Background: an optimization exercise with open tools, aiming at small area. Do not read the settings as production practice.
Function was checked by simulation only, so behaviour that the tests miss may differ from the original.

==> inputs of build 45 <==
// mips
module mips(
	clk,
	n_rst,
	imem_addr,
	imem_data,
	dmem_addr,
	dmem_wdata,
	dmem_we,
	dmem_rdata
	);
Settings: LEC_CHECK=0, CAP_MARGIN=20, CELL_PAD_IN_SITES_DETAIL_PLACEMENT=1, CELL_PAD_IN_SITES_GLOBAL_PLACEMENT=1, CORE_MARGIN=2, CORE_UTILIZATION=53, SETUP_SLACK_MARGIN=0.25, SLEW_MARGIN=20, SYNTH_HIERARCHICAL=1; clock period 10.5 ns.
standard.sh (not shown) runs the stock make flow with config.mk's settings and CLKGATE_MAP_FILE= SYNTH_SCRIPT=/design/flow/synth_recipe.tcl, a recipe that flattens the netlist after the stock synthesis.
==> flow/flow/run.sh <==
#!/bin/bash
# Own flow: the standard layout (standard.sh, unchanged synthesis) with
# two knobs the flow settings do not reach: the smallest buffer on each port,
# and clock tree synthesis without dummy loads and with set sink clusters.
# Each tool's full output stays in orfs/logs; the make output goes to
# standard.log.
set -euo pipefail
export BUFFER_PORTS_ARGS="-buffer_cell sky130_fd_sc_hd__buf_1"
export CTS_ARGS="-sink_clustering_enable -repair_clock_nets -dont_use_dummy_load -sink_clustering_size 24 -sink_clustering_max_diameter 80 -buf_list sky130_fd_sc_hd__clkbuf_16"
bash standard.sh > standard.log 2>&1
==> inputs of trial 84, as changes to build 45 <==
--- a/flow/design.v
+++ b/flow/design.v
@@ -1,97 +1,90 @@
 `timescale 1ns / 1ps
-module shifter(shifted_out, shift_amount_in, shift_amount2_in, b_in, sll_in, nsll_in, ror_in, sra_in);
+module shifter(shifted_out, shift_amount_in, b_in, sll_in, nsll_in, ror_in, sra_in);
 input [31:0] b_in;
 input [4:0] shift_amount_in;    
-input [4:0] shift_amount2_in;   
-input [1:0] sll_in, ror_in, sra_in;   
-input nsll_in;                   
+input sll_in, nsll_in, ror_in, sra_in;   
 output [31:0] shifted_out;
 wire [62:0] ext_n;
 genvar j;
 generate
 	for (j = 32; j < 63; j = j + 1) begin : hi
-		c_a222oi u(.a1(b_in[j-32]), .a2(ror_in[j / 48]), .b1(b_in[j-31]), .b2(sll_in[j / 48]),
-			.c1(b_in[31]), .c2(sra_in[j / 48]), .y(ext_n[j]));
+		c_a222oi u(.a1(b_in[j-32]), .a2(ror_in), .b1(b_in[j-31]), .b2(sll_in),
+			.c1(b_in[31]), .c2(sra_in), .y(ext_n[j]));
 	end
 	for (j = 0; j < 31; j = j + 1) begin : lo
 		c_nand2 u(.a(b_in[j]), .b(nsll_in), .y(ext_n[j]));
 	end
 endgenerate
-c_mux2i u31(.a0(b_in[31]), .a1(b_in[0]), .s(sll_in[0]), .y(ext_n[31]));
+c_mux2i u31(.a0(b_in[31]), .a1(b_in[0]), .s(sll_in), .y(ext_n[31]));
 wire [46:0] s1;
 wire [38:0] s2;
 wire [34:0] s3;
 wire [32:0] s4;
 generate
 	for (j = 0; j < 47; j = j + 1) begin : st1
-		c_mux2i u(.a0(ext_n[j]), .a1(ext_n[j+16]), .s(j < 24 ? shift_amount_in[4] : shift_amount2_in[4]), .y(s1[j]));
+		c_mux2i u(.a0(ext_n[j]), .a1(ext_n[j+16]), .s(shift_amount_in[4]), .y(s1[j]));
 	end
 	for (j = 0; j < 39; j = j + 1) begin : st2
-		c_mux2i u(.a0(s1[j]), .a1(s1[j+8]), .s(j < 20 ? shift_amount_in[3] : shift_amount2_in[3]), .y(s2[j]));
+		c_mux2i u(.a0(s1[j]), .a1(s1[j+8]), .s(shift_amount_in[3]), .y(s2[j]));
 	end
 	for (j = 0; j < 35; j = j + 1) begin : st3
-		c_mux2i u(.a0(s2[j]), .a1(s2[j+4]), .s(j < 18 ? shift_amount_in[2] : shift_amount2_in[2]), .y(s3[j]));
+		c_mux2i u(.a0(s2[j]), .a1(s2[j+4]), .s(shift_amount_in[2]), .y(s3[j]));
 	end
 	for (j = 0; j < 33; j = j + 1) begin : st4
-		c_mux2i u(.a0(s3[j]), .a1(s3[j+2]), .s(j < 17 ? shift_amount_in[1] : shift_amount2_in[1]), .y(s4[j]));
+		c_mux2i u(.a0(s3[j]), .a1(s3[j+2]), .s(shift_amount_in[1]), .y(s4[j]));
 	end
 	for (j = 0; j < 32; j = j + 1) begin : st5
-		c_mux2i u(.a0(s4[j]), .a1(s4[j+1]), .s(j < 16 ? shift_amount_in[0] : shift_amount2_in[0]), .y(shifted_out[j]));
+		c_mux2i u(.a0(s4[j]), .a1(s4[j+1]), .s(shift_amount_in[0]), .y(shifted_out[j]));
 	end
 endgenerate
 endmodule
 `timescale 1ns / 1ps
 module alu(
 	a_in, b_in, imm_in, rdata_in,
 	reg_b_sel_in, imm_lo_sel_in, lui_in, sxe_in, sub_in,
 	slt_signed_in, s_g_in, s_p_in, s_n_in, s_sum_in, s_sh_in, s_ld_in, s_lt_in,
-	shamt_in, shamt2_in, sll_in, nsll_in, ror_in, sra_in,
-	sum_out, result_out, result2_out, eq_out);
+	shamt_in, sll_in, nsll_in, ror_in, sra_in,
+	sum_out, result_out, eq_out);
 input [31:0] a_in, b_in, rdata_in;
 input [15:0] imm_in;
-input [1:0] reg_b_sel_in;   
+input reg_b_sel_in;   
 input imm_lo_sel_in;  
 input lui_in;         
 input sxe_in;         
-input [1:0] sub_in;
-input slt_signed_in;
-input [1:0] s_g_in, s_p_in, s_n_in, s_sum_in, s_sh_in, s_ld_in;
-input s_lt_in;
-input [4:0] shamt_in, shamt2_in;   
-input [1:0] sll_in, ror_in, sra_in;
-input nsll_in;
-output [31:0] sum_out, result_out, result2_out;   
+input sub_in, slt_signed_in;
+input s_g_in, s_p_in, s_n_in, s_sum_in, s_sh_in, s_ld_in, s_lt_in;
+input [4:0] shamt_in;
+input sll_in, nsll_in, ror_in, sra_in;
+output [31:0] sum_out, result_out;
 output eq_out;
 wire [31:0] nb, bp, p, g, nr, n1, n2, sh;
 wire [32:0] c;
 wire nlt;
-assign c[0] = sub_in[0];
-shifter shifter(.shifted_out(sh), .shift_amount_in(shamt_in), .shift_amount2_in(shamt2_in), .b_in(b_in),
+assign c[0] = sub_in;
+shifter shifter(.shifted_out(sh), .shift_amount_in(shamt_in), .b_in(b_in),
 	.sll_in(sll_in), .nsll_in(nsll_in), .ror_in(ror_in), .sra_in(sra_in));
-alu_carry carry(.g_in(g), .p_in(p), .c_in(sub_in[0]), .c_out(c[32:1]));
+alu_carry carry(.g_in(g), .p_in(p), .c_in(sub_in), .c_out(c[32:1]));
 genvar i;
 generate
 	for (i = 0; i < 32; i = i + 1) begin : bits
 		if (i < 16) begin : lo
-			c_a22oi ub(.a1(b_in[i]), .a2(reg_b_sel_in[0]), .b1(imm_in[i]), .b2(imm_lo_sel_in), .y(nb[i]));
+			c_a22oi ub(.a1(b_in[i]), .a2(reg_b_sel_in), .b1(imm_in[i]), .b2(imm_lo_sel_in), .y(nb[i]));
 		end else begin : hi
-			c_a222oi ub(.a1(b_in[i]), .a2(reg_b_sel_in[1]), .b1(imm_in[i-16]), .b2(lui_in),
+			c_a222oi ub(.a1(b_in[i]), .a2(reg_b_sel_in), .b1(imm_in[i-16]), .b2(lui_in),
 				.c1(imm_in[15]), .c2(sxe_in), .y(nb[i]));
 		end
-		c_xnor2 ux(.a(nb[i]), .b(sub_in[i / 16]), .y(bp[i]));
+		c_xnor2 ux(.a(nb[i]), .b(sub_in), .y(bp[i]));
 		c_ha uh(.a(a_in[i]), .b(bp[i]), .s(p[i]), .co(g[i]));
 		c_xor2 us(.a(p[i]), .b(c[i]), .y(sum_out[i]));
 		c_nor2 un(.a(p[i]), .b(g[i]), .y(nr[i]));
-		c_a222oi ul(.a1(g[i]), .a2(s_g_in[i / 16]), .b1(p[i]), .b2(s_p_in[i / 16]), .c1(nr[i]), .c2(s_n_in[i / 16]), .y(n1[i]));
-		c_a222oi ur(.a1(sum_out[i]), .a2(s_sum_in[i / 16]), .b1(sh[i]), .b2(s_sh_in[i / 16]), .c1(rdata_in[i]), .c2(s_ld_in[i / 16]), .y(n2[i]));
+		c_a222oi ul(.a1(g[i]), .a2(s_g_in), .b1(p[i]), .b2(s_p_in), .c1(nr[i]), .c2(s_n_in), .y(n1[i]));
+		c_a222oi ur(.a1(sum_out[i]), .a2(s_sum_in), .b1(sh[i]), .b2(s_sh_in), .c1(rdata_in[i]), .c2(s_ld_in), .y(n2[i]));
 		if (i == 0) begin : b0
 			c_nand3 uo(.a(n1[i]), .b(n2[i]), .c(nlt), .y(result_out[i]));
-			c_nand3 uo2(.a(n1[i]), .b(n2[i]), .c(nlt), .y(result2_out[i]));
 		end else begin : bn
 			c_nand2 uo(.a(n1[i]), .b(n2[i]), .y(result_out[i]));
-			c_nand2 uo2(.a(n1[i]), .b(n2[i]), .y(result2_out[i]));
 		end
 	end
 endgenerate
 assign nlt = ~(s_lt_in & (~c[32] ^ (slt_signed_in & ~p[31])));
 assign eq_out = &p;
@@ -187,17 +180,17 @@
 output s, co;
 assign s = a ^ b ^ ci;
 assign co = (a & b) | (ci & (a ^ b));
 endmodule
 module register_file_hold(we_in, nwe_in, w_in, q_in, d_out);
-input [1:0] we_in, nwe_in;
+input we_in, nwe_in;
 input [31:0] w_in, q_in;
 output [31:0] d_out;
 genvar b;
 generate
 	for (b = 0; b < 32; b = b + 1) begin : bits
-		c_a22o u(.a1(we_in[b / 16]), .a2(w_in[b]), .b1(nwe_in[b / 16]), .b2(q_in[b]), .y(d_out[b]));
+		c_a22o u(.a1(we_in), .a2(w_in[b]), .b1(nwe_in), .b2(q_in[b]), .y(d_out[b]));
 	end
 endgenerate
 endmodule
 module rf_read_bit(sel_in, d_in, q_out);
 input [30:0] sel_in, d_in;
@@ -217,25 +210,24 @@
 input [4:0] addr_in;
 input [991:0] d_in;
 output [31:0] q_out;
 wire [3:0] pre_lo = 4'b0001 << addr_in[1:0];
 wire [7:0] pre_hi = 8'b00000001 << addr_in[4:2];
-wire [30:0] sel, sel2;   
+wire [30:0] sel;
 genvar i, b;
 generate
 	for (i = 1; i < 32; i = i + 1) begin : dec
 		wire nsel;
 		c_nand2 n(.a(pre_lo[i % 4]), .b(pre_hi[i / 4]), .y(nsel));
 		c_inv d(.a(nsel), .y(sel[i-1]));
-		c_inv e(.a(nsel), .y(sel2[i-1]));
 	end
 	for (b = 0; b < 32; b = b + 1) begin : bits
 		wire [30:0] db;
 		for (i = 0; i < 31; i = i + 1) begin : c
 			assign db[i] = d_in[32*i + b];
 		end
-		rf_read_bit u(.sel_in(b < 16 ? sel : sel2), .d_in(db), .q_out(q_out[b]));
+		rf_read_bit u(.sel_in(sel), .d_in(db), .q_out(q_out[b]));
 	end
 endgenerate
 endmodule
 `timescale 1ns / 1ps
 module mips(
@@ -279,29 +271,26 @@
 wire r_slt = r_other & ~fn[2] & ~(fn[5] ^ fn[3]);
 wire jr = r_arith & fn[3];
 wire jump = jr | (brj & ~op[2]);
 wire logic_op = r_logic | imm_logic;
 wire [1:0] lop = rtype ? fn[1:0] : op[1:0];
-wire [31:0] reg_a, reg_b, reg_wdata, reg_wdata2;   
+wire [31:0] reg_a, reg_b, reg_wdata;
 wire reg_we = rtype | imm_op | lui | load;
 wire [4:0] reg_w = rtype ? rd : rt;
 wire [991:0] rf_bits;
 wire [3:0] pre_lo = reg_we ? (4'b0001 << reg_w[1:0]) : 4'b0000;
 wire [7:0] pre_hi = 8'b00000001 << reg_w[4:2];
 genvar gi;
 generate
 	for (gi = 1; gi < 32; gi = gi + 1) begin : rf
 		reg [31:0] r;
 		wire [31:0] d;
-		wire t;
-		wire [1:0] we, nwe;
+		wire t, we, nwe;
 		c_nand2 u_t(.a(pre_lo[gi % 4]), .b(pre_hi[gi / 4]), .y(t));
-		c_inv u_we0(.a(t), .y(we[0]));
-		c_inv u_we1(.a(t), .y(we[1]));
-		c_inv u_nwe0(.a(we[0]), .y(nwe[0]));
-		c_inv u_nwe1(.a(we[1]), .y(nwe[1]));
-		register_file_hold hold(.we_in(we), .nwe_in(nwe), .w_in(gi < 16 ? reg_wdata : reg_wdata2), .q_in(r), .d_out(d));
+		c_inv u_we(.a(t), .y(we));
+		c_inv u_nwe(.a(we), .y(nwe));
+		register_file_hold hold(.we_in(we), .nwe_in(nwe), .w_in(reg_wdata), .q_in(r), .d_out(d));
 		always @(posedge clk)
 			r <= d;
 		assign rf_bits[32*gi-1 -: 32] = r;
 	end
 endgenerate
@@ -325,36 +314,33 @@
 	r_shift,                               
 	load,                                  
 	sll,                                   
 	ror,                                   
 	sra};                                  
-wire [13:0] ctl, ctl2;    
-wire [4:0] shamt, shamt2;
+wire [13:0] ctl;
+wire [4:0] shamt;
 wire nsll;
 genvar ci;
 generate
 	for (ci = 0; ci < 14; ci = ci + 1) begin : ctl_drv
 		c_inv u(.a(ctl_n[ci]), .y(ctl[ci]));
-		c_inv v(.a(ctl_n[ci]), .y(ctl2[ci]));
 	end
 	for (ci = 0; ci < 5; ci = ci + 1) begin : shamt_drv
 		c_inv u(.a(shamt_n[ci]), .y(shamt[ci]));
-		c_inv v(.a(shamt_n[ci]), .y(shamt2[ci]));
 	end
 endgenerate
 c_inv u_nsll(.a(ctl[2]), .y(nsll));
 wire [31:0] sum;
 wire eq;
 alu alu_inst(
 	.a_in(reg_a), .b_in(reg_b), .imm_in(imm), .rdata_in(dmem_rdata),
-	.reg_b_sel_in({ctl2[13], ctl[13]}), .imm_lo_sel_in(ctl[12]), .lui_in(ctl2[11]),
-	.sxe_in(ctl2[10]), .sub_in({ctl2[9], ctl[9]}), .slt_signed_in(~fn[0]),
-	.s_g_in({ctl2[8], ctl[8]}), .s_p_in({ctl2[7], ctl[7]}), .s_n_in({ctl2[6], ctl[6]}),
-	.s_sum_in({ctl2[5], ctl[5]}), .s_sh_in({ctl2[4], ctl[4]}), .s_ld_in({ctl2[3], ctl[3]}), .s_lt_in(r_slt),
-	.shamt_in(shamt), .shamt2_in(shamt2), .sll_in({ctl2[2], ctl[2]}), .nsll_in(nsll),
-	.ror_in({ctl2[1], ctl[1]}), .sra_in({ctl2[0], ctl[0]}),
-	.sum_out(sum), .result_out(reg_wdata), .result2_out(reg_wdata2), .eq_out(eq));
+	.reg_b_sel_in(ctl[13]), .imm_lo_sel_in(ctl[12]), .lui_in(ctl[11]),
+	.sxe_in(ctl[10]), .sub_in(ctl[9]), .slt_signed_in(~fn[0]),
+	.s_g_in(ctl[8]), .s_p_in(ctl[7]), .s_n_in(ctl[6]),
+	.s_sum_in(ctl[5]), .s_sh_in(ctl[4]), .s_ld_in(ctl[3]), .s_lt_in(r_slt),
+	.shamt_in(shamt), .sll_in(ctl[2]), .nsll_in(nsll), .ror_in(ctl[1]), .sra_in(ctl[0]),
+	.sum_out(sum), .result_out(reg_wdata), .eq_out(eq));
 assign dmem_addr = sum;
 assign dmem_wdata = reg_b;
 assign dmem_we = store;
 reg [31:2] pc;
 assign imem_addr = {pc, 2'b00};
CORE_UTILIZATION = 45   (was 53)
==> results.json <==
{
  "run_status": "no timing/DRC/antenna violations",
  "postLayoutCellArea_um2": 52000,
  "m1WireLength_mm": 92.8,
  "wl_per_cell_um": 40.8,
  "p_seq_frac": 0.500,
  "met2_wirelength_mm": 102,
  "buffers": 482,
  "worst_skew_pair.late_latency_ns": 0.73,
  "start_util": 0.452,
  "tapCellCount": 1368
}
[end of results for trial 84]
==> results.json <==
{
  "run_status": "no timing/DRC/antenna violations",
  "m1WireLength_mm": 80.9,
  "start_util": 0.535,
  "wl_per_cell_um": 36.7,
  "worst_skew_pair.late_latency_ns": 0.70,
  "buffers": 273,
  "tapCellCount": 1155,
  "p_seq_frac": 0.501,
  "met2_wirelength_mm": 88.3
}
[end of results for build 45]

## what the ideal ports hide
How much do the figures lean on ideal ports? The routed layouts below were timed once more, with nothing changed but the port constraints. Step 1: set_driving_cell puts a clkbuf_16 on clk and a buf_2 on each other input, an assumption about the parent block. Step 2 times the ports against the registers' clock, not the clock port: input delays grow and output delays shrink by t, the midpoint of the rising clock arrivals with the driver on. a / b / c = ideal ports / drivers / drivers and shift; a / b = the first two.
run | t (ns) | setup slack, ns | worst slew at a driven data input, ns
build 45 | 0.728 | 0.190 / 0.165 / 0.165 | 0.06
trial 84 | 0.754 | 0.407 / 0.378 / 0.378 | 0.10
After both steps setup and hold are still met in every run listed. For trial 84, which loses most, drivers alone change the setup slack by -0.029 ns; drivers and shift together by -0.029 ns.
